What follows belongs to an exercise in optimizing a design on an open flow for small area, a short achievable clock period and few clock cycles per item; a production flow would make more cautious choices.
In this exercise RTL edits were held to simulation tests only and were not proved equivalent to the original.

===== flow/config.mk =====
export PLATFORM = sky130hd
export DESIGN_NAME = gcd
export DESIGN_NICKNAME = gcd
export VERILOG_FILES = /design/flow/design.v
export SDC_FILE = /design/flow/constraint.sdc
export NUM_CORES = 4
export LEC_CHECK = 0
export CAP_MARGIN = 20
export CORE_MARGIN = 2
export CORE_UTILIZATION = 40
export CTS_BUF_LIST = sky130_fd_sc_hd__clkbuf_8
export PLACE_DENSITY = 0.6
export SETUP_SLACK_MARGIN = 0.6
export SLEW_MARGIN = 20

===== flow/constraint.sdc =====
create_clock -name core_clock -period 4.0 [get_ports {clk}]
set_input_delay 0.8000 -clock core_clock [delete_from_list [all_inputs] [get_ports {clk}]]
set_output_delay 0.8000 -clock core_clock [all_outputs]
set_load 0.01 [all_outputs]

===== flow/design.v =====
module gcd( input [31:0] a_in,
            input [31:0] b_in,
            input start,
            input reset_n,
            input clk,
            output [31:0] result,
            output done);
  localparam int M = 3;           
  logic [32:0] a, b;              
  logic        fb;                
  logic [4:0]  k;                 
  logic        h;                 
  logic        busy;
  logic        bz;                
  wire k_zero = (k == 5'd0);
  wire a_zero = (a == 33'd0);
  wire a_odd = a[0] ^ a[32];
  wire b_odd = b[0] ^ fb;
  wire [32:0] ag0 = b & a;
  wire [32:0] ap  = b ^ a;
  wire [31:0] ag  = {ag0[31:1], ag0[0] | ap[0]};
  wire cy_g0_1 = ag[1] | (ap[1] & ag[0]);
  wire cy_p0_1 = ap[1] & ap[0];
  wire cy_g0_3 = ag[3] | (ap[3] & ag[2]);
  wire cy_p0_3 = ap[3] & ap[2];
  wire cy_g0_5 = ag[5] | (ap[5] & ag[4]);
  wire cy_p0_5 = ap[5] & ap[4];
  wire cy_g0_7 = ag[7] | (ap[7] & ag[6]);
  wire cy_p0_7 = ap[7] & ap[6];
  wire cy_g0_9 = ag[9] | (ap[9] & ag[8]);
  wire cy_p0_9 = ap[9] & ap[8];
  wire cy_g0_11 = ag[11] | (ap[11] & ag[10]);
  wire cy_p0_11 = ap[11] & ap[10];
  wire cy_g0_13 = ag[13] | (ap[13] & ag[12]);
  wire cy_p0_13 = ap[13] & ap[12];
  wire cy_g0_15 = ag[15] | (ap[15] & ag[14]);
  wire cy_p0_15 = ap[15] & ap[14];
  wire cy_g0_17 = ag[17] | (ap[17] & ag[16]);
  wire cy_p0_17 = ap[17] & ap[16];
  wire cy_g0_19 = ag[19] | (ap[19] & ag[18]);
  wire cy_p0_19 = ap[19] & ap[18];
  wire cy_g0_21 = ag[21] | (ap[21] & ag[20]);
  wire cy_p0_21 = ap[21] & ap[20];
  wire cy_g0_23 = ag[23] | (ap[23] & ag[22]);
  wire cy_p0_23 = ap[23] & ap[22];
  wire cy_g0_25 = ag[25] | (ap[25] & ag[24]);
  wire cy_p0_25 = ap[25] & ap[24];
  wire cy_g0_27 = ag[27] | (ap[27] & ag[26]);
  wire cy_p0_27 = ap[27] & ap[26];
  wire cy_g0_29 = ag[29] | (ap[29] & ag[28]);
  wire cy_p0_29 = ap[29] & ap[28];
  wire cy_g0_31 = ag[31] | (ap[31] & ag[30]);
  wire cy_p0_31 = ap[31] & ap[30];
  wire cy_g1_2 = ag[2] | (ap[2] & cy_g0_1);
  wire cy_p1_2 = ap[2] & cy_p0_1;
  wire cy_g1_3 = cy_g0_3 | (cy_p0_3 & cy_g0_1);
  wire cy_p1_3 = cy_p0_3 & cy_p0_1;
  wire cy_g1_6 = ag[6] | (ap[6] & cy_g0_5);
  wire cy_p1_6 = ap[6] & cy_p0_5;
  wire cy_g1_7 = cy_g0_7 | (cy_p0_7 & cy_g0_5);
  wire cy_p1_7 = cy_p0_7 & cy_p0_5;
  wire cy_g1_10 = ag[10] | (ap[10] & cy_g0_9);
  wire cy_p1_10 = ap[10] & cy_p0_9;
  wire cy_g1_11 = cy_g0_11 | (cy_p0_11 & cy_g0_9);
  wire cy_p1_11 = cy_p0_11 & cy_p0_9;
  wire cy_g1_14 = ag[14] | (ap[14] & cy_g0_13);
  wire cy_p1_14 = ap[14] & cy_p0_13;
  wire cy_g1_15 = cy_g0_15 | (cy_p0_15 & cy_g0_13);
  wire cy_p1_15 = cy_p0_15 & cy_p0_13;
  wire cy_g1_18 = ag[18] | (ap[18] & cy_g0_17);
  wire cy_p1_18 = ap[18] & cy_p0_17;
  wire cy_g1_19 = cy_g0_19 | (cy_p0_19 & cy_g0_17);
  wire cy_p1_19 = cy_p0_19 & cy_p0_17;
  wire cy_g1_22 = ag[22] | (ap[22] & cy_g0_21);
  wire cy_p1_22 = ap[22] & cy_p0_21;
  wire cy_g1_23 = cy_g0_23 | (cy_p0_23 & cy_g0_21);
  wire cy_p1_23 = cy_p0_23 & cy_p0_21;
  wire cy_g1_26 = ag[26] | (ap[26] & cy_g0_25);
  wire cy_p1_26 = ap[26] & cy_p0_25;
  wire cy_g1_27 = cy_g0_27 | (cy_p0_27 & cy_g0_25);
  wire cy_p1_27 = cy_p0_27 & cy_p0_25;
  wire cy_g1_30 = ag[30] | (ap[30] & cy_g0_29);
  wire cy_p1_30 = ap[30] & cy_p0_29;
  wire cy_g1_31 = cy_g0_31 | (cy_p0_31 & cy_g0_29);
  wire cy_p1_31 = cy_p0_31 & cy_p0_29;
  wire cy_g2_4 = ag[4] | (ap[4] & cy_g1_3);
  wire cy_p2_4 = ap[4] & cy_p1_3;
  wire cy_g2_5 = cy_g0_5 | (cy_p0_5 & cy_g1_3);
  wire cy_p2_5 = cy_p0_5 & cy_p1_3;
  wire cy_g2_6 = cy_g1_6 | (cy_p1_6 & cy_g1_3);
  wire cy_p2_6 = cy_p1_6 & cy_p1_3;
  wire cy_g2_7 = cy_g1_7 | (cy_p1_7 & cy_g1_3);
  wire cy_p2_7 = cy_p1_7 & cy_p1_3;
  wire cy_g2_12 = ag[12] | (ap[12] & cy_g1_11);
  wire cy_p2_12 = ap[12] & cy_p1_11;
  wire cy_g2_13 = cy_g0_13 | (cy_p0_13 & cy_g1_11);
  wire cy_p2_13 = cy_p0_13 & cy_p1_11;
  wire cy_g2_14 = cy_g1_14 | (cy_p1_14 & cy_g1_11);
  wire cy_p2_14 = cy_p1_14 & cy_p1_11;
  wire cy_g2_15 = cy_g1_15 | (cy_p1_15 & cy_g1_11);
  wire cy_p2_15 = cy_p1_15 & cy_p1_11;
  wire cy_g2_20 = ag[20] | (ap[20] & cy_g1_19);
  wire cy_p2_20 = ap[20] & cy_p1_19;
  wire cy_g2_21 = cy_g0_21 | (cy_p0_21 & cy_g1_19);
  wire cy_p2_21 = cy_p0_21 & cy_p1_19;
  wire cy_g2_22 = cy_g1_22 | (cy_p1_22 & cy_g1_19);
  wire cy_p2_22 = cy_p1_22 & cy_p1_19;
  wire cy_g2_23 = cy_g1_23 | (cy_p1_23 & cy_g1_19);
  wire cy_p2_23 = cy_p1_23 & cy_p1_19;
  wire cy_g2_28 = ag[28] | (ap[28] & cy_g1_27);
  wire cy_p2_28 = ap[28] & cy_p1_27;
  wire cy_g2_29 = cy_g0_29 | (cy_p0_29 & cy_g1_27);
  wire cy_p2_29 = cy_p0_29 & cy_p1_27;
  wire cy_g2_30 = cy_g1_30 | (cy_p1_30 & cy_g1_27);
  wire cy_p2_30 = cy_p1_30 & cy_p1_27;
  wire cy_g2_31 = cy_g1_31 | (cy_p1_31 & cy_g1_27);
  wire cy_p2_31 = cy_p1_31 & cy_p1_27;
  wire cy_g3_8 = ag[8] | (ap[8] & cy_g2_7);
  wire cy_p3_8 = ap[8] & cy_p2_7;
  wire cy_g3_9 = cy_g0_9 | (cy_p0_9 & cy_g2_7);
  wire cy_p3_9 = cy_p0_9 & cy_p2_7;
  wire cy_g3_10 = cy_g1_10 | (cy_p1_10 & cy_g2_7);
  wire cy_p3_10 = cy_p1_10 & cy_p2_7;
  wire cy_g3_11 = cy_g1_11 | (cy_p1_11 & cy_g2_7);
  wire cy_p3_11 = cy_p1_11 & cy_p2_7;
  wire cy_g3_12 = cy_g2_12 | (cy_p2_12 & cy_g2_7);
  wire cy_p3_12 = cy_p2_12 & cy_p2_7;
  wire cy_g3_13 = cy_g2_13 | (cy_p2_13 & cy_g2_7);
  wire cy_p3_13 = cy_p2_13 & cy_p2_7;
  wire cy_g3_14 = cy_g2_14 | (cy_p2_14 & cy_g2_7);
  wire cy_p3_14 = cy_p2_14 & cy_p2_7;
  wire cy_g3_15 = cy_g2_15 | (cy_p2_15 & cy_g2_7);
  wire cy_p3_15 = cy_p2_15 & cy_p2_7;
  wire cy_g3_24 = ag[24] | (ap[24] & cy_g2_23);
  wire cy_p3_24 = ap[24] & cy_p2_23;
  wire cy_g3_25 = cy_g0_25 | (cy_p0_25 & cy_g2_23);
  wire cy_p3_25 = cy_p0_25 & cy_p2_23;
  wire cy_g3_26 = cy_g1_26 | (cy_p1_26 & cy_g2_23);
  wire cy_p3_26 = cy_p1_26 & cy_p2_23;
  wire cy_g3_27 = cy_g1_27 | (cy_p1_27 & cy_g2_23);
  wire cy_p3_27 = cy_p1_27 & cy_p2_23;
  wire cy_g3_28 = cy_g2_28 | (cy_p2_28 & cy_g2_23);
  wire cy_p3_28 = cy_p2_28 & cy_p2_23;
  wire cy_g3_29 = cy_g2_29 | (cy_p2_29 & cy_g2_23);
  wire cy_p3_29 = cy_p2_29 & cy_p2_23;
  wire cy_g3_30 = cy_g2_30 | (cy_p2_30 & cy_g2_23);
  wire cy_p3_30 = cy_p2_30 & cy_p2_23;
  wire cy_g3_31 = cy_g2_31 | (cy_p2_31 & cy_g2_23);
  wire cy_p3_31 = cy_p2_31 & cy_p2_23;
  wire cy_g4_16 = ag[16] | (ap[16] & cy_g3_15);
  wire cy_p4_16 = ap[16] & cy_p3_15;
  wire cy_g4_17 = cy_g0_17 | (cy_p0_17 & cy_g3_15);
  wire cy_p4_17 = cy_p0_17 & cy_p3_15;
  wire cy_g4_18 = cy_g1_18 | (cy_p1_18 & cy_g3_15);
  wire cy_p4_18 = cy_p1_18 & cy_p3_15;
  wire cy_g4_19 = cy_g1_19 | (cy_p1_19 & cy_g3_15);
  wire cy_p4_19 = cy_p1_19 & cy_p3_15;
  wire cy_g4_20 = cy_g2_20 | (cy_p2_20 & cy_g3_15);
  wire cy_p4_20 = cy_p2_20 & cy_p3_15;
  wire cy_g4_21 = cy_g2_21 | (cy_p2_21 & cy_g3_15);
  wire cy_p4_21 = cy_p2_21 & cy_p3_15;
  wire cy_g4_22 = cy_g2_22 | (cy_p2_22 & cy_g3_15);
  wire cy_p4_22 = cy_p2_22 & cy_p3_15;
  wire cy_g4_23 = cy_g2_23 | (cy_p2_23 & cy_g3_15);
  wire cy_p4_23 = cy_p2_23 & cy_p3_15;
  wire cy_g4_24 = cy_g3_24 | (cy_p3_24 & cy_g3_15);
  wire cy_p4_24 = cy_p3_24 & cy_p3_15;
  wire cy_g4_25 = cy_g3_25 | (cy_p3_25 & cy_g3_15);
  wire cy_p4_25 = cy_p3_25 & cy_p3_15;
  wire cy_g4_26 = cy_g3_26 | (cy_p3_26 & cy_g3_15);
  wire cy_p4_26 = cy_p3_26 & cy_p3_15;
  wire cy_g4_27 = cy_g3_27 | (cy_p3_27 & cy_g3_15);
  wire cy_p4_27 = cy_p3_27 & cy_p3_15;
  wire cy_g4_28 = cy_g3_28 | (cy_p3_28 & cy_g3_15);
  wire cy_p4_28 = cy_p3_28 & cy_p3_15;
  wire cy_g4_29 = cy_g3_29 | (cy_p3_29 & cy_g3_15);
  wire cy_p4_29 = cy_p3_29 & cy_p3_15;
  wire cy_g4_30 = cy_g3_30 | (cy_p3_30 & cy_g3_15);
  wire cy_p4_30 = cy_p3_30 & cy_p3_15;
  wire cy_g4_31 = cy_g3_31 | (cy_p3_31 & cy_g3_15);
  wire cy_p4_31 = cy_p3_31 & cy_p3_15;
  wire [31:0] cy_G = {cy_g4_31, cy_g4_30, cy_g4_29, cy_g4_28, cy_g4_27, cy_g4_26, cy_g4_25, cy_g4_24, cy_g4_23, cy_g4_22, cy_g4_21, cy_g4_20, cy_g4_19, cy_g4_18, cy_g4_17, cy_g4_16, cy_g3_15, cy_g3_14, cy_g3_13, cy_g3_12, cy_g3_11, cy_g3_10, cy_g3_9, cy_g3_8, cy_g2_7, cy_g2_6, cy_g2_5, cy_g2_4, cy_g1_3, cy_g1_2, cy_g0_1, ag[0]};
  wire [32:0] e = ap ^ {cy_G, 1'b1};        
  wire e_zero = &(a ^ b);                   
  wire swap = e[32] ^ b[32];                
  wire strip  = h || (!a_odd && !b_odd);    
  wire a_even = !a_odd && b_odd;
  wire odd    = a_odd && b_odd;
  logic [32:0] x;
  logic        fx;
  always_comb begin
    if (strip || a_even) begin x = a; fx = a[32]; end
    else if (odd)        begin x = e; fx = 1'b0;  end
    else                 begin x = b; fx = fb;    end
  end
  wire [3:0] xl = x[3:0] ^ {4{fx}};
  logic [32:0] xs;
  always_comb begin
    xs = {x[32], x[32:1]};
    if (strip) xs = {x[32], x[32:1]};
    else if (M >= 4 && xl[3:0] == 4'd0) xs = {{4{x[32]}}, x[32:4]};
    else if (M >= 3 && xl[2:0] == 3'd0) xs = {{3{x[32]}}, x[32:3]};
    else if (M >= 2 && xl[1:0] == 2'd0) xs = {{2{x[32]}}, x[32:2]};
  end
  wire conv = !fx && x[32] && xs[0];
  wire fin = bz || (odd && e_zero);
  assign done   = busy && fin && k_zero;
  assign result = a[31:0] ^ {32{a[32]}};
  always_ff @(posedge clk, negedge reset_n) begin
    if (!reset_n)                  busy <= 1'b0;
    else if (!busy)                busy <= start;
    else if (fin && k_zero)        busy <= 1'b0;
  end
  wire load = !busy && start;
  always_ff @(posedge clk) begin
    b  <= load ? {1'b1, ~b_in} : {xs[32:1], xs[0] & !conv};
    fb <= load | fx | conv;
  end
  always_ff @(posedge clk) begin
    if (load) begin
      a  <= {1'b0, a_in};
      k  <= '0;
      h  <= 1'b0;
      bz <= (b_in == 32'd0);
    end else if (busy && bz) begin
      if (!k_zero) begin
        a <= {a[31:0], a[32]};
        k <= k - 5'd1;
      end
    end else if (busy) begin
      bz <= odd ? e_zero : a_zero;
      if (strip) begin
        a <= b;
        h <= !h;
        if (h) k <= k + 5'd1;
      end else if (a_even || (odd && swap)) begin
        a <= b;
      end
    end
  end
endmodule

===== flow/flow/run.sh =====
#!/bin/bash
# Standard ORFS layout, with the port buffers made of the smallest buffer cell.
set -euo pipefail
export BUFFER_PORTS_ARGS="-buffer_cell sky130_fd_sc_hd__buf_1"
bash standard.sh > standard_flow.log 2>&1

===== flow/standard.sh =====
#!/bin/bash
# synth_recipe.tcl (not shown) runs the flow's synth.tcl, then flattens the netlist and writes it again
# the make line also repeats each setting of config.mk as NAME=value (left out here)
make -C /OpenROAD-flow-scripts/flow DESIGN_CONFIG=/design/flow/config.mk WORK_HOME=/design/flow/orfs CLKGATE_MAP_FILE= SYNTH_SCRIPT=/design/flow/synth_recipe.tcl "${@:-finish}"

==> results of run 1 <==
cell type report:
| class | instances | area, sq um |
|---|---|---|
| repair buffers | 160 | 885 |
| fillers | 1631 | 8040 |
| inverters | 19 | 73.8 |
| clock inverters | 7 | 83.8 |
| well taps | 216 | 270 |
| flip-flops and latches | 75 | 1840 |
| clock buffers | 9 | 124 |
| multi-input cells | 677 | 4620 |
sequential cells by signal (all words and copies together) (netlist names):
| register | cells |
|---|---|
| a | 33 |
| b | 33 |
| busy | 1 |
| bz | 1 |
| fb | 1 |
| h | 1 |
| k | 5 |
cell usage after synthesis (5+ instances only):
cell type	instances
a31oi_1	8
a22oi_1	32
mux2i_1	18
o22ai_1	5
clkbuf_1	23
o211ai_1	11
nor3_1	21
o21ai_0	52
nor4_1	17
xor2_1	42
o21ai_1	9
o221ai_1	8
fa_1	6
nand4_1	14
buf_2	5
a211oi_1	13
a21o_1	12
dfxtp_1	41
buf_1	9
o21a_1	7
a221oi_1	5
nor2_1	57
a21oi_1	59
or3_1	9
and3_1	11
inv_1	18
nand2_1	130
xnor2_1	14
edfxtp_1	33
ha_1	35
nand3_1	14
kinds of logic after synthesis:
family	synth area share [%]
adders and majority gates	8.51
DFF	28.0
buffers and inverters	4.10
and+or+nand+nor	20.7
AOI/OAI and AO/OA	27.0
muxes	3.26
xor gates and xnor gates	8.40
placed cells by master, fill, tap and decap left out, types with 11 or more instances in the layout:
master    count
a211oi_1     11
a21o_1       12
a21oi_1      56
a22oi_1      32
buf_1        98
buf_4        56
dfxtp_1      39
edfxtp_1     33
ha_1         29
inv_1        19
mux2i_1      18
nand2_1     128
nand3_1      14
nand4_1      14
nor2_1       54
nor3_1       20
nor4_1       17
o211ai_1     11
o21ai_0      50
xnor2_1      13
xor2_1       42
critical path, cell delays in order, from the launching register on:
cell and delay [ns]:
edfxtp_1 0.49, ha_1 0.39, nand2_1 0.13, nor2_4 0.11
and3_4 0.21, nand4_1 0.20, nor3_4 0.29, o211a_1 0.21
buf_2 0.13
routing by layer:
metal | GRT usage (%) | up-vias | wire (um)
met2 | 41.6 | 273 | 10400
li1 | - | 3278 | -
met3 | 4.96 | 48 | 1720
met5 | 0 | - | 0
met4 | 11.8 | 0 | 893
met1 | 34.7 | 3253 | 9910
repair_timing:
item | CTS | global route
resized for setup | 11 | 25
endpoints found under the hold margin | 0 | 0
setup endpoints to repair | 34 | 54
buffers inserted | 9 | 15
cloned | 1 | 0
pin swaps | 4 | 10
path summary, 6_finish.rpt:
path                            startpoint    end  slack, ns
worst max register to register        a[6]  a[11]       0.72
min in group core_clock               k[2]   k[2]       0.54
worst max-delay path                 a[28]   done       0.66
worst min register to register        k[2]   k[2]       0.54
max in group asynchronous          reset_n   busy       3.74
worst min-delay path               reset_n   busy       0.16
through the flow:
step / worst slack (ns) / cell area (sq um) / hold slack [ns] / util, %
floorplan: 0.753 / 6560 / 0.480 / -
global placement: 0.233 / 7300 / 0.495 / 45.8
detailed placement: 0.194 / 7300 / 0.519 / 45.8
CTS: 0.610 / 7670 / 0.140 / 48.1
global route: 0.589 / 7900 / 0.153 / 49.5
finish: 0.658 / 7900 / 0.162 / 49.5
==> summary.txt, run 1 <==
outcome finished clean; Crit Path Max Fanout 5; CTS clk-pin slew, worst paths around 0.08 ns; vias in the first global route between 6000 and 7000; R2R cell count 11; Vias between 6000 and 7000; post-synthesis sequential area ratio 28.0%; WP data arrival ~2.5 ns; FF+latch count, synth between 70 and 80; Ys Warns 1; CP required about 3.2 ns; I/O pins 100; # port buffers a little under 100; Slew HR between 30% and 40%; first-pass GRT wire length 35800 um; Root Driver clkbuf_8; RSZ-0062 raised after global routing true; Area contributors post-synth edfxtp_1, dfxtp_1, nand2_1, ha_1, xor2_1; Die W roughly 130 um; nets@finish 1050; die footprint 0.0174 sq mm; CTS H-tree depth 3; fraction of layout cells with a size suffix above 1 between 10% and 20%; Post-synth EDFFs 33; cts-stage hold buffer count 0; measured slew at the worst slew-check pin 1.02 ns; Fmax approximately 300 MHz; final setup fails 0; area leader, netlist edfxtp_1; Rows between 40 and 50; fraction of registers with async set/reset roughly 1.3%; Setup CP Type flop to output pin; Clock Latency Late Sink around 0.4 ns; top-area cell type share of the netlist area approximately 15%; clock tree buffer depth 2; Mapped Nets 921; CTS tree built; n_diodes 0; Slew Limit Fails 0; largest net degree at the start of global routing 45; CTS Buf Count 9; fin crit period about 3.3 ns; Final Hold Fails 0; Avg Inst Size Synth 8.06 sq um; Min-Delay Path Class primary input to asynchronous set/reset pin; max cap viols 0; DR WL/cell ~20 um; crit path capture type output pin; Routed Antenna Nets 0; Sink Count 75; final wirelength about 23000 um; Die H around 130 um; drt via density approximately 6; Core Region about 0.016 sq mm; initial core utilization between 40% and 50%; drt first pass iters 5; placed instance count ~1100; all-layer global routing usage between 20% and 30%; type of origin of the critical path flop; Setup TNS 0 ns; Post-Synthesis Cells between 800 and 900; final worst-path cycle share 83.6%; Area Overhead vs Synth 20.5%; Unique masters post-synth between 70 and 80; GPL Wtd Cong roughly 0.96; gr ovfl total 0; placed wire-length estimate 16900 um; Synth Flop Type dfxtp_1; synthesized area 0.00656 sq mm; initial antenna violation count 0; Residual DRC 0; Final Non-Filler Cells about 1200; clk_skew around 0.016 ns; initial drt markers a little over 600
Testbench counts, summed over its fixed seeds: cycles 53,893, items 2,400.
==> run 2: changes to the inputs <==
--- a/flow/config.mk
+++ b/flow/config.mk
@@ -8,7 +8,6 @@
 export CAP_MARGIN = 20
 export CORE_MARGIN = 2
 export CORE_UTILIZATION = 40
-export CTS_BUF_LIST = sky130_fd_sc_hd__clkbuf_8
 export PLACE_DENSITY = 0.6
-export SETUP_SLACK_MARGIN = 0.6
+export SETUP_SLACK_MARGIN = 0.8
 export SLEW_MARGIN = 20
==> summary.txt, run 2 <==
outcome finished clean (unchanged); initial core utilization 41.1% (unchanged); Area contributors post-synth edfxtp_1, dfxtp_1, nand2_1, ha_1, xor2_1 (unchanged); fraction of registers with async set/reset 1.33% (unchanged); fin crit period 3.21 ns (was 3.34 ns); Sink Count 75 (unchanged); DP Area 0.00721 sq mm (was 0.00730 sq mm); synthesized area 0.00656 sq mm (unchanged); most numerous cell in the Yosys netlist nand2_1 (unchanged); Routed Antenna Nets 0 (unchanged); Die W 132 um (unchanged); Fmax 312 MHz (was 299 MHz); Residual DRC 0 (unchanged); DR WL/cell 19.7 um (about the same); Avg Inst Size Synth 8.06 sq um (unchanged); Core Region 0.0159 sq mm (unchanged); area leader, netlist edfxtp_1 (unchanged); Min-Delay Path Class primary input to asynchronous set/reset pin (unchanged); crit path capture type output pin (unchanged); all-layer global routing usage 26.2% (about the same); most common cell after layout, fill and taps aside nand2_1 (unchanged); nets@finish 1077 (was 1050); placed wire-length estimate 16400 um (was 16900 um); final setup fails 0 (unchanged); fraction of layout cells with a size suffix above 1 17.8% (was 13.8%); clock tree buffer depth 2 (unchanged); top flop regs a (33), b (33), k (5) (unchanged); cts-stage hold buffer count 0 (unchanged); Post-Synthesis Cells 813 (unchanged); Die H 132 um (unchanged); RSZ-0062 raised after global routing true (unchanged); # port buffers 99 (unchanged); most frequent cells in the layout nand2_1, buf_1, buf_4 (was nand2_1, buf_1, a21oi_1, buf_4, nor2_1); WP data arrival 2.41 ns (was 2.54 ns); Area Overhead vs Synth 27.3% (was 20.5%); n_diodes 0 (unchanged); Final Non-Filler Cells 1190 (was 1163); measured slew at the worst slew-check pin 0.981 ns (was 1.02 ns); CTS clk-pin slew, worst paths 0.06 ns (was 0.08 ns); Final Hold Fails 0 (unchanged); clk_skew 0.00857 ns (was 0.0160 ns); gr ovfl total 0 (unchanged); drt first pass iters 5 (unchanged); Post-synth EDFFs 33 (unchanged); final worst-path cycle share 80.2% (was 83.6%); Clock Latency Late Sink 0.35 ns (was 0.39 ns); largest net degree at the start of global routing 46 (was 45); GPL Wtd Cong 0.926 (was 0.955); FF+latch count, synth 75 (unchanged); vias in the first global route 6457 (was 6503); Vias 7051 (was 6852); type of origin of the critical path flop (unchanged); Setup CP Type flop to output pin (unchanged); first-pass GRT wire length 35900 um (was 35800 um); Setup TNS 0 ns (unchanged); fill cell count 1596 (was 1631); initial drt markers 861 (was 608); placed instance count 1110 (was 1122); initial antenna violation count 0 (unchanged); Synth Flop Type dfxtp_1 (unchanged); I/O pins 100 (unchanged); top-area cell type share of the netlist area 15.1% (unchanged); Slew Limit Fails 0 (unchanged); CTS tree built (unchanged); Mapped Nets 921 (unchanged); Unique masters post-synth 77 (unchanged); cell area after layout 0.00834 sq mm (was 0.00790 sq mm); post-synthesis sequential area ratio 28.0% (unchanged); Root Driver clkbuf_16 (was clkbuf_8); CTS Buf Count 9 (unchanged); final wirelength 23500 um (was 22900 um); drt via density 5.93 (was 5.89); die footprint 0.0174 sq mm (unchanged); max cap viols 0 (unchanged); Slew HR 34.4% (was 32.0%); Rows 46 (unchanged); Synth top cells by count nand2_1, a21oi_1, nor2_1 (unchanged); CTS H-tree depth 3 (unchanged); Ys Warns 1 (unchanged); Crit Path Max Fanout 4 (was 5); CP required 3.20 ns (about the same)
[run 2: cell counts after synthesis]
Identical to the previous run, type by type.
[run 2: cells by family after synthesis]
logic type                 count (synthesis)  share of synthesized area [%]
AOI/OAI and AO/OA                        259                           27.0
buffers and inverters                     62                           4.10
DFF                                       75                           28.0
adders and majority gates                 41                           8.51
muxes                                     21                           3.26
and+or+nand+nor                          296                           20.7
xor gates and xnor gates                  59                           8.40
[run 2: worst max-delay path, stage by stage, from the launching register on]
cell and delay [ns]:
edfxtp_1 0.44, buf_4 0.16, ha_1 0.27, nand4_1 0.18, or4_4 0.48, nor3_4 0.20
o211a_1 0.21, buf_2 0.13
[run 2: final timing paths]
path	from	slack, ns	to	depth (start not counted)
max	a[1]	0.79	done	7
min in group core_clock	k[2]	0.53	k[2]	2
max in group asynchronous	reset_n	3.71	busy	1
min reg2reg	k[2]	0.53	k[2]	2
max reg2reg	a[17]	0.83	a[16]	11
min	reset_n	0.20	busy	1
[run 2: routing by layer]
| layer | share of wire, % | vias to the layer above | GRT usage (%) | wire length (um) |
|---|---|---|---|---|
| met4 | 2.6 | 0 | 8.03 | 613 |
| met2 | 45 | 309 | 41.8 | 10700 |
| met1 | 45 | 3370 | 36.3 | 10600 |
| met5 | 0 | - | 0 | 0 |
| li1 | - | 3335 | - | - |
| met3 | 7.0 | 37 | 4.46 | 1640 |
[run 2: what timing repair did]
action | in CTS | in global routing
pin swaps | 10 | 17
gates resized for setup | 23 | 39
buffers inserted | 34 | 29
setup endpoints to repair | 53 | 62
cloned | 1 | 0
[run 2: through the flow]
step	util (%)	hold slack (ns)	setup WS, ns
final	52.3	0.196	0.791
after global routing	52.3	0.200	0.705
after CTS	49.9	0.191	0.774
after global placement	45.2	0.500	0.470
after detailed placement	45.2	0.518	0.341
after floorplan	-	0.480	0.912
[run 2: cell type report]
type / count / area (sq um) / share of cell area [%]
multi-input combinational: 677 / 4750 / 57.0
sequential: 75 / 1840 / 22.1
timing repair buffer: 187 / 1120 / 13.4
tap: 216 / 270 / 3.24
clock buffer: 11 / 233 / 2.79
inverter: 19 / 73.8 / 0.885
clock inverter: 5 / 53.8 / 0.645
==> run 3: changes to the inputs <==
--- a/flow/config.mk
+++ b/flow/config.mk
@@ -8,6 +8,7 @@
 export CAP_MARGIN = 20
 export CORE_MARGIN = 2
 export CORE_UTILIZATION = 40
+export GPL_TIMING_DRIVEN = 0
 export PLACE_DENSITY = 0.6
-export SETUP_SLACK_MARGIN = 0.8
+export SETUP_SLACK_MARGIN = 0.6
 export SLEW_MARGIN = 20
==> summary.txt, run 3 <==
Synth Area in Simple Gates 20.7% (unchanged); die footprint 0.0174 sq mm (unchanged); Crit Path Max Fanout 3 (was 4); post-synthesis mux area share 3.26% (unchanged); Ys Warns 1 (unchanged); measured slew at the worst slew-check pin 1.01 ns (was 0.981 ns); n_diodes 0 (unchanged); GPL Wtd Cong 0.984 (was 0.926); Root Driver clkbuf_16 (unchanged); fin crit period 3.38 ns (was 3.21 ns); CTS H-tree depth 3 (unchanged); top flop regs a (33), b (33), k (5) (unchanged); fraction of registers with async set/reset 1.33% (unchanged); Avg Inst Size Synth 8.06 sq um (unchanged); # port buffers 99 (unchanged); Area Overhead vs Synth 25.7% (was 27.3%); all-layer global routing usage 28.9% (was 26.2%); RSZ-0062 raised after global routing true (unchanged); first-pass GRT wire length 39100 um (was 35900 um); I/O pins 100 (unchanged); Setup TNS 0 ns (unchanged); Clock Latency Late Sink 0.36 ns (was 0.35 ns); clk_skew 0.00814 ns (was 0.00857 ns); fin util 51.7% (was 52.3%); WP data arrival 2.58 ns (was 2.41 ns); nets@finish 1083 (was 1077); final worst-path cycle share 84.6% (was 80.2%); vias in the first global route 6741 (was 6457); most numerous cell in the Yosys netlist nand2_1 (unchanged); Area contributors post-synth edfxtp_1, dfxtp_1, nand2_1, ha_1, xor2_1 (unchanged); final wirelength 26200 um (was 23500 um); Unique masters post-synth 77 (unchanged); compound-gate portion of the synthesized area 27.0% (unchanged); main combinational cell family by area after synthesis compound AO/OA/AOI/OAI gates (unchanged); largest net degree at the start of global routing 16 (was 46); gr ovfl total 0 (unchanged); Die H 132 um (unchanged); DR WL/cell 21.9 um (was 19.7 um); initial drt markers 822 (was 861); Final Hold Fails 0 (unchanged); Setup CP Type flop to output pin (unchanged); CP required 3.20 ns (about the same); outcome finished clean (unchanged); Multi-input gate area 0.00473 sq mm (was 0.00475 sq mm); initial core utilization 41.1% (unchanged); cts-stage hold buffer count 0 (unchanged); Fin Hold WS 0.195 ns (was 0.196 ns); Routed Antenna Nets 0 (unchanged); max cap viols 0 (unchanged); most frequent cells in the layout nand2_1, buf_1, nor2_1 (was nand2_1, buf_1, buf_4); area leader, netlist edfxtp_1 (unchanged); CTS clk-pin slew, worst paths 0.06 ns (about the same); register area 0.00184 sq mm (about the same); Fmax 295 MHz (was 312 MHz); FF+latch count, synth 75 (unchanged); Synth Flop Type dfxtp_1 (unchanged); Sink Count 75 (unchanged); Residual DRC 0 (unchanged); initial antenna violation count 0 (unchanged); Post-synth EDFFs 33 (unchanged); Synth top cells by count nand2_1, a21oi_1, nor2_1 (unchanged); Post-Synthesis Cells 813 (unchanged); xor/xnor share of the synthesized area 8.40% (unchanged); Post-Synth Adder-Cell Area 8.51% (unchanged); Vias 7292 (was 7051); Min-Delay Path Class primary input to asynchronous set/reset pin (unchanged); CTS tree built (unchanged); drt first pass iters 6 (was 5); crit path capture type output pin (unchanged); clock tree buffer depth 2 (unchanged); most common cell after layout, fill and taps aside nand2_1 (unchanged); post-synthesis sequential area ratio 28.0% (unchanged); placed wire-length estimate 18600 um (was 16400 um); Die W 132 um (unchanged); Core Region 0.0159 sq mm (unchanged); drt via density 6.10 (was 5.93); type of origin of the critical path flop (unchanged); Slew HR 32.4% (was 34.4%); final setup fails 0 (unchanged); Rows 46 (unchanged); top-area cell type share of the netlist area 15.1% (unchanged); fraction of layout cells with a size suffix above 1 14.5% (was 17.8%); Mapped Nets 921 (unchanged); Slew Limit Fails 0 (unchanged); CTS Buf Count 9 (unchanged); synthesized area 0.00656 sq mm (unchanged); fill cell count 1597 (was 1596)
## run 3: worst paths after layout
check	slack, ns	end	cells past startpoint	start
min	0.19	busy	1	reset_n
min reg2reg	0.53	k[4]	2	k[4]
max	0.62	done	9	a[24]
max reg2reg	0.65	a[24]	15	a[0]
max in group asynchronous	3.71	busy	1	reset_n
min in group core_clock	0.53	k[4]	2	k[4]
## run 3: area by class of cell
| type | count | share of cell area (%) |
|---|---|---|
| buffer | 43 | 2.58 |
| sequential | 75 | 22.3 |
| clock buffer | 15 | 3.51 |
| multi-input combinational | 677 | 57.4 |
| tap | 216 | 3.28 |
| timing repair buffer | 150 | 9.93 |
| inverter | 19 | 0.926 |
| clock inverter | 1 | 0.0607 |
## run 3: per-stage QoR
| stage | cell area [sq um] | setup WS, ns | std cells |
|---|---|---|---|
| global route | 8240 | 0.562 | 1196 |
| finish | 8240 | 0.616 | 1196 |
| CTS | 7790 | 0.603 | 1165 |
| detailed placement | 7200 | -0.171 | 1128 |
| global placement | 7200 | -0.150 | 1128 |
| floorplan | 6560 | 0.753 | 813 |
## run 3: cell families after synthesis
| family | after synthesis |
|---|---|
| adder cells (fa/ha/maj) | 41 |
| XOR/XNOR | 59 |
| flip-flops | 75 |
| buffers and inverters | 62 |
| multiplexers | 21 |
| AO/OA/AOI/OAI | 259 |
| AND/OR/NAND/NOR | 296 |
## run 3: routing by layer
metal  vias to the layer above  global-route usage [%]  share of wire, %
li1                       3348                       -                 -
met1                      3406                    38.5                41
met2                       440                    46.0                44
met3                        98                    5.27                10
met4                         0                    12.5               4.7
met5                         -                       0                 0
## run 3: critical path: stages (launching register included)
cell and delay [ns]:
edfxtp_1 0.45, ha_4 0.31, and2_4 0.15, nand2_2 0.09
nor2_4 0.13, and3_4 0.22, nand4_1 0.21, nor3_4 0.31
o211a_1 0.21, clkbuf_2 0.13
## run 3: what timing repair did
item,4_1_cts,5_1_grt
resized for setup,24,40
setup endpoints to repair,61,57
pin swaps,7,23
cloned,1,1
buffers inserted,20,30
==> run 4: changes to the inputs <==
--- a/flow/config.mk
+++ b/flow/config.mk
@@ -8,7 +8,6 @@
 export CAP_MARGIN = 20
 export CORE_MARGIN = 2
 export CORE_UTILIZATION = 40
-export GPL_TIMING_DRIVEN = 0
 export PLACE_DENSITY = 0.6
-export SETUP_SLACK_MARGIN = 0.6
+export SETUP_SLACK_MARGIN = 0.4
 export SLEW_MARGIN = 20
==> summary.txt, run 4 <==
outcome finished clean (unchanged); vias in the first global route 6216 (was 6741); Die H 132 um (unchanged); critical path's slowest cell or4_1 (was edfxtp_1); FF+latch count, synth 75 (unchanged); Crit Path Max Fanout 6 (was 3); CTS tree built (unchanged); Post-Place Setup Slack 0.344 ns (was -0.171 ns); max cap viols 0 (unchanged); final wirelength 22100 um (was 26200 um); GPL Wtd Cong 0.953 (was 0.984); Final Hold Fails 0 (unchanged); CTS Buf Count 9 (unchanged); DR WL/cell 19.4 um (was 21.9 um); max incr delay on CP 0.59 ns (was 0.45 ns); top flop regs a (33), b (33), k (5) (unchanged); Mapped Nets 921 (unchanged); Avg Inst Size Synth 8.06 sq um (unchanged); most numerous cell in the Yosys netlist nand2_1 (unchanged); Unique masters post-synth 77 (unchanged); Routed Antenna Nets 0 (unchanged); register area 0.00184 sq mm (about the same); Sink Count 75 (unchanged); most common cell after layout, fill and taps aside nand2_1 (unchanged); most frequent cells in the layout nand2_1, buf_1, a21oi_1 (was nand2_1, buf_1, nor2_1); fraction of layout cells with a size suffix above 1 9.51% (was 14.5%); final worst-path cycle share 87.4% (was 84.6%); Rows 46 (unchanged); post-synthesis sequential area ratio 28.0% (unchanged); Post-Synthesis Cells 813 (unchanged); cts-stage hold buffer count 0 (unchanged); Root Driver clkbuf_16 (unchanged); Clock Latency Late Sink 0.36 ns (about the same); RSZ-0062 raised after global routing false (was true); synthesized area 0.00656 sq mm (unchanged); measured slew at the worst slew-check pin 0.994 ns (was 1.01 ns); clk_skew 0.0143 ns (was 0.00814 ns); WP data arrival 2.69 ns (was 2.58 ns); nets@finish 1028 (was 1083); final worst setup slack 0.506 ns (was 0.616 ns); crit path capture type output pin (unchanged); fill cell count 1616 (was 1597); Ys Warns 1 (unchanged); # port buffers 99 (unchanged); gr ovfl total 0 (unchanged); Core Region 0.0159 sq mm (unchanged); CTS H-tree depth 3 (unchanged); n_diodes 0 (unchanged); top-area cell type share of the netlist area 15.1% (unchanged); fin crit period 3.49 ns (was 3.38 ns); type of origin of the critical path flop (unchanged); die footprint 0.0174 sq mm (unchanged); fraction of registers with async set/reset 1.33% (unchanged); Slew HR 33.5% (was 32.4%); Synth top cells by count nand2_1, a21oi_1, nor2_1 (unchanged); Slew Limit Fails 0 (unchanged); Area Overhead vs Synth 16.4% (was 25.7%); CP required 3.20 ns (about the same); initial antenna violation count 0 (unchanged); I/O pins 100 (unchanged); Fmax 286 MHz (was 295 MHz); Die W 132 um (unchanged); CTS clk-pin slew, worst paths 0.06 ns (about the same); initial drt markers 651 (was 822); Setup TNS 0 ns (unchanged); Synth Flop Type dfxtp_1 (unchanged); all-layer global routing usage 25.0% (was 28.9%); initial core utilization 41.1% (unchanged); clock tree buffer depth 2 (unchanged); largest net degree at the start of global routing 35 (was 16); Post-synth EDFFs 33 (unchanged); Fin Hold WS 0.200 ns (was 0.195 ns); Min-Delay Path Class primary input to asynchronous set/reset pin (unchanged); CP Cell Sequence ha_1, nand4_1, or4_1, nor3_2, o211a_1, buf_1 (was ha_4, and2_4, nand2_2, nor2_4, and3_4, nand4_1, nor3_4, o211a_1, clkbuf_2); Vias 6725 (was 7292); area leader, netlist edfxtp_1 (unchanged); first-pass GRT wire length 34400 um (was 39100 um); Setup CP Type flop to output pin (unchanged); Area contributors post-synth edfxtp_1, dfxtp_1, nand2_1, ha_1, xor2_1 (unchanged); Residual DRC 0 (unchanged); placed wire-length estimate 16800 um (was 18600 um); final setup fails 0 (unchanged); drt first pass iters 5 (was 6); Multi-input gate area 0.00448 sq mm (was 0.00473 sq mm); drt via density 5.89 (was 6.10)
[run 4: changes by cell type in the layout (fill, tap and decap cells not counted), sizes merged]
cell | before | now
buf | 168 | 138
clkbuf | 40 | 13
clkinv | 1 | 3
or2 | 6 | 5
inv | 19 | 20
[run 4: final timing paths]
| kind | start | slack [ns] | cells after the start | endpoint |
|---|---|---|---|---|
| setup / recovery | a[20] | 0.51 | 6 | done |
| max in group asynchronous | reset_n | 3.70 | 1 | busy |
| setup reg to reg | a[5] | 0.53 | 11 | a[9] |
| min in group core_clock | k[3] | 0.53 | 2 | k[3] |
| hold / removal | reset_n | 0.20 | 1 | busy |
| hold reg to reg | k[3] | 0.53 | 2 | k[3] |
[run 4: worst max-delay path, delay by kind of cell, from the launching register on]
kind            cells  cell delay [ns]
buf+inv             1             0.15
simple gates        3             1.06
flops               1             0.49
fa+ha+maj           1             0.44
compound gates      1             0.19
[run 4: metal layers]
metal | part of all wire, % | vias up | wire, um | GRT usage [%]
met1 | 45 | 3182 | 10000 | 35.0
met4 | 2.8 | 0 | 618 | 8.51
met5 | 0 | - | 0 | 0
met3 | 6.9 | 37 | 1530 | 3.81
met2 | 45 | 273 | 9930 | 39.2
li1 | - | 3233 | - | -
[run 4: what timing repair did]
item,4_1_cts,5_1_grt
pin swaps,0,2
setup endpoints to repair,33,38
gates resized for setup,2,6
endpoints found under the hold margin,0,0
setup buffers,0,12
[run 4: area by class of cell]
cell class,count,area share [%]
clock inverters,4,0.279
multi-input cells,676,58.7
flip-flops and latches,75,24.1
clock buffers,12,3.51
inverters,19,0.935
repair buffers,139,8.89
well taps,216,3.54
[run 4: kinds of logic after synthesis]
| kind of cell | after synthesis | synth area share, % |
|---|---|---|
| XOR/XNOR | 59 | 8.40 |
| flip-flops | 75 | 28.0 |
| buffers and inverters | 62 | 4.10 |
| adder cells (fa/ha/maj) | 41 | 8.51 |
| AND/OR/NAND/NOR | 296 | 20.7 |
| AO/OA/AOI/OAI | 259 | 27.0 |
| multiplexers | 21 | 3.26 |
[run 4: through the flow]
| stage | util [%] | instance area [sq um] | std cells |
|---|---|---|---|
| global route | 47.9 | 7630 | 1141 |
| finish | 47.9 | 7630 | 1141 |
| global placement | 45.4 | 7230 | 1113 |
| floorplan | - | 6560 | 813 |
| detailed placement | 45.4 | 7230 | 1113 |
| CTS | 47.2 | 7530 | 1129 |
==> run 5: changes to the inputs <==
--- a/flow/config.mk
+++ b/flow/config.mk
@@ -7,7 +7,7 @@
 export LEC_CHECK = 0
 export CAP_MARGIN = 20
 export CORE_MARGIN = 2
-export CORE_UTILIZATION = 40
-export PLACE_DENSITY = 0.6
-export SETUP_SLACK_MARGIN = 0.4
+export CORE_UTILIZATION = 50
+export PLACE_DENSITY = 0.7
+export SETUP_SLACK_MARGIN = 0.6
 export SLEW_MARGIN = 20
==> summary.txt, run 5 <==
outcome finished clean (unchanged); all-layer global routing usage 33.4% (was 25.0%); # port buffers 99 (unchanged); Residual DRC 0 (unchanged); fin util 63.5% (was 47.9%); initial core utilization 51.5% (was 41.1%); Avg Inst Size Synth 8.06 sq um (unchanged); WP data arrival 2.57 ns (was 2.69 ns); Ys Warns 1 (unchanged); top-area cell type share of the netlist area 15.1% (unchanged); max cap viols 0 (unchanged); Synth Flop Type dfxtp_1 (unchanged); I/O pins 100 (unchanged); synthesized area 0.00656 sq mm (unchanged); Area contributors post-synth edfxtp_1, dfxtp_1, nand2_1, ha_1, xor2_1 (unchanged); Post-Synthesis Cells 813 (unchanged); Post-Place Setup Slack 0.204 ns (was 0.344 ns); fin crit period 3.37 ns (was 3.49 ns); Slew HR 31.5% (was 33.5%); Post-synth EDFFs 33 (unchanged); Die H 119 um (was 132 um); Slew Limit Fails 0 (unchanged); Sink Count 75 (unchanged); Final Hold Fails 0 (unchanged); type of origin of the critical path flop (unchanged); placed wire-length estimate 16900 um (was 16800 um); most common cell after layout, fill and taps aside nand2_1 (unchanged); nets@finish 1067 (was 1028); Setup CP Type flop to output pin (unchanged); Core Region 0.0127 sq mm (was 0.0159 sq mm); final wirelength 23900 um (was 22100 um); fraction of layout cells with a size suffix above 1 15.6% (was 9.51%); drt first pass iters 8 (was 5); Mapped Nets 921 (unchanged); Rows 41 (was 46); CTS Buf Count 9 (unchanged); CTS clk-pin slew, worst paths 0.06 ns (about the same); initial antenna violation count 0 (unchanged); measured slew at the worst slew-check pin 1.03 ns (was 0.994 ns); CTS tree built (unchanged); Fin Hold WS 0.210 ns (was 0.200 ns); top flop regs a (33), b (33), k (5) (unchanged); final worst setup slack 0.625 ns (was 0.506 ns); area leader, netlist edfxtp_1 (unchanged); Crit Path Max Fanout 4 (was 6); Routed Antenna Nets 0 (unchanged); Setup TNS 0 ns (unchanged); most numerous cell in the Yosys netlist nand2_1 (unchanged); largest net degree at the start of global routing 42 (was 35); CTS H-tree depth 3 (unchanged); Die W 119 um (was 132 um); DR WL/cell 21.0 um (was 19.4 um); drt via density 6.34 (was 5.89); FF+latch count, synth 75 (unchanged); final worst-path cycle share 84.4% (was 87.4%); RSZ-0062 raised after global routing true (was false); Fmax 296 MHz (was 286 MHz); fraction of registers with async set/reset 1.33% (unchanged); most frequent cells in the layout nand2_1, buf_1, buf_4 (was nand2_1, buf_1, a21oi_1); Synth top cells by count nand2_1, a21oi_1, nor2_1 (unchanged); clk_skew 0.00678 ns (was 0.0143 ns); post-synthesis sequential area ratio 28.0% (unchanged); GPL Wtd Cong 0.941 (was 0.953); vias in the first global route 6799 (was 6216); clock tree buffer depth 2 (unchanged); Area Overhead vs Synth 23.3% (was 16.4%); Vias 7195 (was 6725); gr ovfl total 0 (unchanged); CP required 3.20 ns (about the same); die footprint 0.0140 sq mm (was 0.0174 sq mm); n_diodes 0 (unchanged); Min-Delay Path Class primary input to asynchronous set/reset pin (unchanged); crit path capture type output pin (unchanged); Unique masters post-synth 77 (unchanged); Root Driver clkbuf_16 (unchanged); initial drt markers 876 (was 651); first-pass GRT wire length 36900 um (was 34400 um); final setup fails 0 (unchanged); Clock Latency Late Sink 0.35 ns (was 0.36 ns)
[run 5: cell types whose count changed in the layout (fill, tap and decap cells not counted), sizes merged]
cell / change
inv: -1
buf: +38
clkbuf: -1
clkinv: -1
bufinv: +1
or2: +1
clkinvlp: +1
[run 5: cell families (layout without fill, tap and decap cells)]
family                     Yosys count  in the layout  synth area share (%)
xor gates and xnor gates            59             59                  8.40
buffers and inverters               62            211                  4.10
and+or+nand+nor                    296            297                  20.7
muxes                               21             21                  3.26
AOI/OAI and AO/OA                  259            259                  27.0
DFF                                 75             75                  28.0
adders and majority gates           41             41                  8.51
[run 5: critical path, stage by stage (launching register included)]
cell,delay [ns]
edfxtp_1,0.45
ha_4,0.31
and2_4,0.15
nand2_2,0.09
nor2_4,0.13
and3_4,0.24
nand4_1,0.19
nor3_2,0.33
o211a_1,0.22
clkbuf_2,0.13
[run 5: area by class of cell]
cell class / instances / area, sq um
Timing Repair Buffer: 177 / 1010
Inverter: 19 / 71.3
Clock inverter: 4 / 51.3
Sequential cell: 75 / 1840
Multi-Input combinational cell: 677 / 4650
Clock buffer: 11 / 243
Fill cell: 1178 / 4640
Tap cell: 172 / 215
[run 5: repair_timing]
| action | in CTS | in global routing |
|---|---|---|
| pin swaps | 4 | 14 |
| endpoints found under the setup margin | 33 | 51 |
| gates resized for setup | 6 | 30 |
| hold buffers | 0 | 0 |
| cloned | 1 | 0 |
| setup buffers | 17 | 31 |
[run 5: metrics by stage]
| stage | instances | cell area (sq um) |
|---|---|---|
| 2_1_floorplan | 813 | 6560 |
| 3_3_place_gp | 1071 | 7190 |
| 3_5_place_dp | 1071 | 7190 |
| 4_1_cts | 1104 | 7690 |
| 5_1_grt | 1135 | 8080 |
| 6_report | 1135 | 8080 |
[run 5: worst paths after layout]
kind	to	cells past startpoint	slack [ns]	startpoint
max in group asynchronous	busy	1	3.69	reset_n
hold reg to reg	k[4]	2	0.53	k[4]
min in group core_clock	k[4]	2	0.53	k[4]
setup / recovery	done	9	0.63	a[24]
hold / removal	busy	1	0.21	reset_n
setup reg to reg	bz	18	0.68	a[24]
[run 5: routing by layer]
metal  vias to the layer above  GRT usage (%)  wire length, um
met2                       399           54.4            11300
met5                         -              0                0
met3                        69           4.73             2010
met1                      3417           43.8             9670
li1                       3310              -                -
met4                         0           15.2              894
==> run 6: changes to the inputs <==
--- a/flow/config.mk
+++ b/flow/config.mk
@@ -7,7 +7,7 @@
 export LEC_CHECK = 0
 export CAP_MARGIN = 20
 export CORE_MARGIN = 2
-export CORE_UTILIZATION = 50
-export PLACE_DENSITY = 0.7
+export CORE_UTILIZATION = 30
+export PLACE_DENSITY = 0.5
 export SETUP_SLACK_MARGIN = 0.6
 export SLEW_MARGIN = 20
==> summary.txt, run 6 <==
Final Hold Fails 0 (unchanged); Residual DRC 0 (unchanged); placed wire-length estimate 18600 um (was 16900 um); initial antenna violation count 0 (unchanged); Post-synth EDFFs 33 (unchanged); cts-stage hold buffer count 0 (unchanged); n_diodes 0 (unchanged); R2R cell count 12 (was 18); Root Driver clkbuf_16 (unchanged); Synth Flop Type dfxtp_1 (unchanged); CTS tree built (unchanged); Unique masters post-synth 77 (unchanged); Mapped Nets 921 (unchanged); drt via density 5.57 (was 6.34); type of origin of the critical path flop (unchanged); Die W 152 um (was 119 um); Ys Warns 1 (unchanged); initial core utilization 30.3% (was 51.5%); CTS Buf Count 9 (unchanged); DR WL/cell 20.6 um (was 21.0 um); final setup fails 0 (unchanged); initial drt markers 615 (was 876); Sink Count 75 (unchanged); RSZ-0062 raised after global routing true (unchanged); CP required 4.12 ns (was 3.20 ns); CTS H-tree depth 3 (unchanged); largest net degree at the start of global routing 45 (was 42); Final Non-Filler Cells 1237 (was 1135); WP data arrival 3.47 ns (was 2.57 ns); clk_skew 0.0102 ns (was 0.00678 ns); most frequent cells in the layout nand2_1, buf_1, buf_4 (unchanged); # port buffers 99 (unchanged); fill cell count 2340 (was 1178); area leader, netlist edfxtp_1 (unchanged); vias in the first global route 6577 (was 6799); Rows 54 (was 41); top-area cell type share of the netlist area 15.1% (unchanged); GPL Wtd Cong 0.896 (was 0.941); outcome finished clean (unchanged); Setup CP Type flop to flop (was flop to output pin); clock tree buffer depth 2 (unchanged); synthesized area 0.00656 sq mm (unchanged); Area contributors post-synth edfxtp_1, dfxtp_1, nand2_1, ha_1, xor2_1 (unchanged); placed instance count 1191 (was 1071); Avg Inst Size Synth 8.06 sq um (unchanged); fraction of layout cells with a size suffix above 1 14.8% (was 15.6%); Vias 6893 (was 7195); Setup TNS 0 ns (unchanged); Die H 152 um (was 119 um); post-synthesis sequential area ratio 28.0% (unchanged); Slew Limit Fails 0 (unchanged); Post-Synthesis Cells 813 (unchanged); Fmax 298 MHz (was 296 MHz); Min-Delay Path Class primary input to asynchronous set/reset pin (unchanged); CTS clk-pin slew, worst paths 0.07 ns (was 0.06 ns); Area Overhead vs Synth 23.5% (was 23.3%); most numerous cell in the Yosys netlist nand2_1 (unchanged); Core Region 0.0216 sq mm (was 0.0127 sq mm); fraction of registers with async set/reset 1.33% (unchanged); max cap viols 0 (unchanged); reg2reg setup slack 0.65 ns (was 0.68 ns); fin crit period 3.35 ns (was 3.37 ns); Synth top cells by count nand2_1, a21oi_1, nor2_1 (unchanged); top flop regs a (33), b (33), k (5) (unchanged); most common cell after layout, fill and taps aside nand2_1 (unchanged); Multi-input gate area 0.00462 sq mm (was 0.00465 sq mm); die footprint 0.0230 sq mm (was 0.0140 sq mm); Routed Antenna Nets 0 (unchanged); Slew HR 38.7% (was 31.5%); measured slew at the worst slew-check pin 0.919 ns (was 1.03 ns); register area 0.00184 sq mm (about the same); first-pass GRT wire length 38700 um (was 36900 um); all-layer global routing usage 21.4% (was 33.4%); gr ovfl total 0 (unchanged); final worst-path cycle share 83.8% (was 84.4%); FF+latch count, synth 75 (unchanged); final wirelength 25500 um (was 23900 um); Clock Latency Late Sink 0.36 ns (was 0.35 ns); nets@finish 1060 (was 1067); drt first pass iters 5 (was 8); crit path capture type flop (was output pin); I/O pins 100 (unchanged); Crit Path Max Fanout 5 (was 4)
run 6: per-layer routing:
layer  vias up  track usage (%)  share of wire, %
met2       212             35.5                47
met4         0             7.17               2.8
li1       3307                -                 -
met5         -                0                 0
met1      3337             29.0                45
met3        37             2.68               5.2
run 6: cell type report:
type / count / share of cell area (%)
multi-input cells: 678 / 57.1
flip-flops and latches: 75 / 22.8
repair buffers: 169 / 11.3
well taps: 280 / 4.33
clock buffers: 9 / 2.78
inverters: 19 / 0.912
clock inverters: 7 / 0.850
run 6: per-stage QoR:
step	cell area, sq um	hold slack, ns	util (%)	setup WS [ns]
after detailed placement	7420	0.513	34.3	0.236
after global routing	8090	0.199	37.4	0.549
after CTS	7850	0.195	36.3	0.613
final	8090	0.198	37.4	0.650
after global placement	7420	0.509	34.3	0.301
after floorplan	6560	0.480	-	0.753
run 6: what timing repair did:
item | CTS | global route
buffers inserted | 7 | 21
setup endpoints to repair | 38 | 47
pin swaps | 6 | 14
gates resized for setup | 16 | 23
cloned | 2 | 0
run 6: worst max-delay path, cell delays in order, from the launching register on:
cell and delay [ns]:
edfxtp_1 0.45, ha_1 0.38, o21a_1 0.24, a21o_1 0.28
o211ai_1 0.21, o211ai_2 0.15, a221oi_4 0.36, nand2_1 0.14
o221ai_2 0.20, a21oi_2 0.08, buf_4 0.17, or2_4 0.28
buf_4 0.17
run 6: final timing paths:
check,from,end
hold / removal,reset_n,busy
setup reg to reg,a[6],a[0]
min in group core_clock,k[4],k[4]
hold reg to reg,k[4],k[4]
setup / recovery,a[6],a[0]
max in group asynchronous,reset_n,busy
run 6: logic make-up (layout without fill, tap and decap cells):
family / after synthesis / in the layout / synth area share [%]
flip-flops: 75 / 75 / 28.0
multiplexers: 21 / 21 / 3.26
adder cells (fa/ha/maj): 41 / 41 / 8.51
buffers and inverters: 62 / 204 / 4.10
AO/OA/AOI/OAI: 259 / 259 / 27.0
AND/OR/NAND/NOR: 296 / 298 / 20.7
XOR/XNOR: 59 / 59 / 8.40
==> run 7: changes to the inputs <==
--- a/flow/config.mk
+++ b/flow/config.mk
@@ -7,7 +7,7 @@
 export LEC_CHECK = 0
 export CAP_MARGIN = 20
 export CORE_MARGIN = 2
-export CORE_UTILIZATION = 30
-export PLACE_DENSITY = 0.5
+export CORE_UTILIZATION = 40
+export PLACE_DENSITY = 0.6
 export SETUP_SLACK_MARGIN = 0.6
 export SLEW_MARGIN = 20
==> summary.txt, run 7 <==
R2R cell count 10 (was 12); CP bufs+invs 1 (was 2); Root Driver clkbuf_16 (unchanged); final wirelength 23300 um (was 25500 um); clk_skew 0.0101 ns (was 0.0102 ns); Sink Count 75 (unchanged); clock tree buffer depth 2 (unchanged); most numerous cell in the Yosys netlist nand2_1 (unchanged); Multi-input gate area 0.00463 sq mm (was 0.00462 sq mm); max incr delay on CP 0.44 ns (was 0.45 ns); gr ovfl total 0 (unchanged); DR WL/cell 20.1 um (was 20.6 um); CTS clk-pin slew, worst paths 0.06 ns (was 0.07 ns); # port buffers 99 (unchanged); outcome finished clean (unchanged); WP data arrival 2.52 ns (was 3.47 ns); die footprint 0.0174 sq mm (was 0.0230 sq mm); Slew Limit Fails 0 (unchanged); max cap viols 0 (unchanged); drt first pass iters 5 (unchanged); Final Non-Filler Cells 1161 (was 1237); CP required 3.20 ns (was 4.12 ns); most common cell after layout, fill and taps aside nand2_1 (unchanged); fin crit period 3.32 ns (was 3.35 ns); Crit Path Max Fanout 4 (was 5); Core Region 0.0159 sq mm (was 0.0216 sq mm); largest net degree at the start of global routing 45 (unchanged); RSZ-0062 raised after global routing true (unchanged); Vias 6839 (was 6893); Residual DRC 0 (unchanged); final worst-path cycle share 83.0% (was 83.8%); Die H 132 um (was 152 um); final setup fails 0 (unchanged); CTS H-tree depth 3 (unchanged); Avg Inst Size Synth 8.06 sq um (unchanged); Fmax 301 MHz (was 298 MHz); FF+latch count, synth 75 (unchanged); initial core utilization 41.1% (was 30.3%); placed wire-length estimate 16900 um (was 18600 um); fraction of registers with async set/reset 1.33% (unchanged); Unique masters post-synth 77 (unchanged); top-area cell type share of the netlist area 15.1% (unchanged); Die W 132 um (was 152 um); Post-synth EDFFs 33 (unchanged); CTS tree built (unchanged); vias in the first global route 6543 (was 6577); drt via density 5.89 (was 5.57); n_diodes 0 (unchanged); Final Hold Fails 0 (unchanged); type of origin of the critical path flop (unchanged); critical path's slowest cell edfxtp_1 (unchanged); Slew HR 33.7% (was 38.7%); synthesized area 0.00656 sq mm (unchanged); all-layer global routing usage 26.5% (was 21.4%); Setup TNS 0 ns (unchanged); initial antenna violation count 0 (unchanged); fill cell count 1620 (was 2340); CP Cell Sequence ha_4, and2_4, nand2_2, nor2_4, and3_4, nand4_1, nor3_4, o211a_1, clkbuf_2 (was ha_1, o21a_1, a21o_1, o211ai_1, o211ai_2, a221oi_4, nand2_1, o221ai_2, a21oi_2, buf_4, or2_4, buf_4); Rows 46 (was 54); first-pass GRT wire length 36000 um (was 38700 um); nets@finish 1048 (was 1060); Post-Synthesis Cells 813 (unchanged); Mapped Nets 921 (unchanged); register area 0.00184 sq mm (about the same); Setup CP Type flop to output pin (was flop to flop); Ys Warns 1 (unchanged); Fin Hold WS 0.191 ns (was 0.198 ns); Synth top cells by count nand2_1, a21oi_1, nor2_1 (unchanged); initial drt markers 544 (was 615); crit path capture type output pin (was flop); top flop regs a (33), b (33), k (5) (unchanged); GPL Wtd Cong 0.955 (was 0.896); placed instance count 1122 (was 1191); Area Overhead vs Synth 21.0% (was 23.5%); Clock Latency Late Sink 0.36 ns (about the same); I/O pins 100 (unchanged); Min-Delay Path Class primary input to asynchronous set/reset pin (unchanged); critical path depth in cells 9 (was 12); measured slew at the worst slew-check pin 0.991 ns (was 0.919 ns); cts-stage hold buffer count 0 (unchanged); Routed Antenna Nets 0 (unchanged); Synth Flop Type dfxtp_1 (unchanged); Area contributors post-synth edfxtp_1, dfxtp_1, nand2_1, ha_1, xor2_1 (unchanged); post-synthesis sequential area ratio 28.0% (unchanged); area leader, netlist edfxtp_1 (unchanged); CTS Buf Count 9 (unchanged); critical path's top delay family simple AND/OR/NAND/NOR gates (was compound AO/OA/AOI/OAI gates); most frequent cells in the layout nand2_1, buf_1, buf_4 (unchanged); fraction of layout cells with a size suffix above 1 13.7% (was 14.8%)
[run 7: cell type report]
| cell class | count | area share (%) |
|---|---|---|
| multi-input combinational | 678 | 58.3 |
| sequential | 75 | 23.2 |
| timing repair buffer | 157 | 10.4 |
| clock buffer | 12 | 3.52 |
| tap | 216 | 3.41 |
| inverter | 19 | 0.899 |
| clock inverter | 4 | 0.252 |
[run 7: metrics by stage]
| stage | worst slack, ns | instance area, sq um | util [%] |
|---|---|---|---|
| floorplan | 0.753 | 6560 | - |
| global placement | 0.233 | 7300 | 45.8 |
| detailed placement | 0.194 | 7300 | 45.8 |
| CTS | 0.619 | 7690 | 48.3 |
| global route | 0.581 | 7930 | 49.8 |
| finish | 0.680 | 7930 | 49.8 |
[run 7: cells by family after synthesis]
group / count (synthesis) / synth area share, %
AO/OA/AOI/OAI: 259 / 27.0
XOR/XNOR: 59 / 8.40
adder cells (fa/ha/maj): 41 / 8.51
buffers and inverters: 62 / 4.10
flip-flops: 75 / 28.0
multiplexers: 21 / 3.26
AND/OR/NAND/NOR: 296 / 20.7
[run 7: routing by layer]
layer / track usage, % / part of all wire (%) / wire (um) / up-vias
li1: - / - / - / 3276
met1: 34.8 / 43 / 10100 / 3237
met2: 41.2 / 45 / 10500 / 262
met3: 5.69 / 7.0 / 1640 / 64
met4: 12.9 / 4.7 / 1090 / 0
met5: 0 / 0 / 0 / -
[run 7: final timing paths]
kind / from / end / slack [ns]
max reg2reg: a[5] / a[28] / 0.69
min in group core_clock: k[2] / k[2] / 0.53
min reg2reg: k[2] / k[2] / 0.53
max in group asynchronous: reset_n / busy / 3.71
max: a[24] / done / 0.68
min: reset_n / busy / 0.19
[run 7: timing repair]
item,in CTS,in global routing
resized for setup,10,24
buffers inserted,6,15
setup endpoints to repair,34,52
pin swaps,4,10
gates cloned,2,0
[run 7: worst reg2reg max path, stage by stage, from the launching register on]
cell and delay [ns]:
edfxtp_1 0.48, ha_4 0.30, a211o_1 0.29, a21o_1 0.23
o211ai_1 0.22, o211ai_2 0.19, a221oi_4 0.34, o221ai_1 0.20
a21oi_2 0.39, or2_4 0.21, buf_4 0.16

## what the ideal ports hide
Ports are ideal in the flow. The routed layouts listed here were re-timed in OpenROAD. Step 1 assumes that a clkbuf_16 drives the clock port and a buf_2 every other input. Step 2 moves the port delays by t, midway between the first and last clock arrival at a register: inputs arrive t later, outputs are due t later. That takes back most of the time a late clock gives input paths. Slacks: ideal / step 1 / step 2; pairs: ideal / step 1.
run | shift t [ns] | setup WS [ns] | worst setup path at the end | latest minus earliest clock arrival (ns) | worst slew at a driven data input, ns
run 1 | 0.422 | 0.658 / 0.617 / 0.716 | register to register | 0.016 / 0.016 | 0.04
run 2 | 0.391 | 0.791 / 0.747 / 0.833 | register to register | 0.009 / 0.009 | 0.03
run 3 | 0.399 | 0.616 / 0.572 / 0.437 | input to register | 0.008 / 0.008 | 0.04
run 4 | 0.392 | 0.506 / 0.464 / 0.526 | register to register | 0.014 / 0.014 | 0.04
run 5 | 0.390 | 0.625 / 0.581 / 0.676 | register to register | 0.007 / 0.007 | 0.04
run 6 | 0.400 | 0.650 / 0.641 / 0.650 | register to register | 0.010 / 0.010 | 0.04
run 7 | 0.396 | 0.680 / 0.639 / 0.685 | register to register | 0.010 / 0.010 | 0.04
After both steps setup and hold are still met in every run listed. For run 3, which loses most, drivers alone change the setup slack by -0.044 ns; drivers and shift together by -0.179 ns.
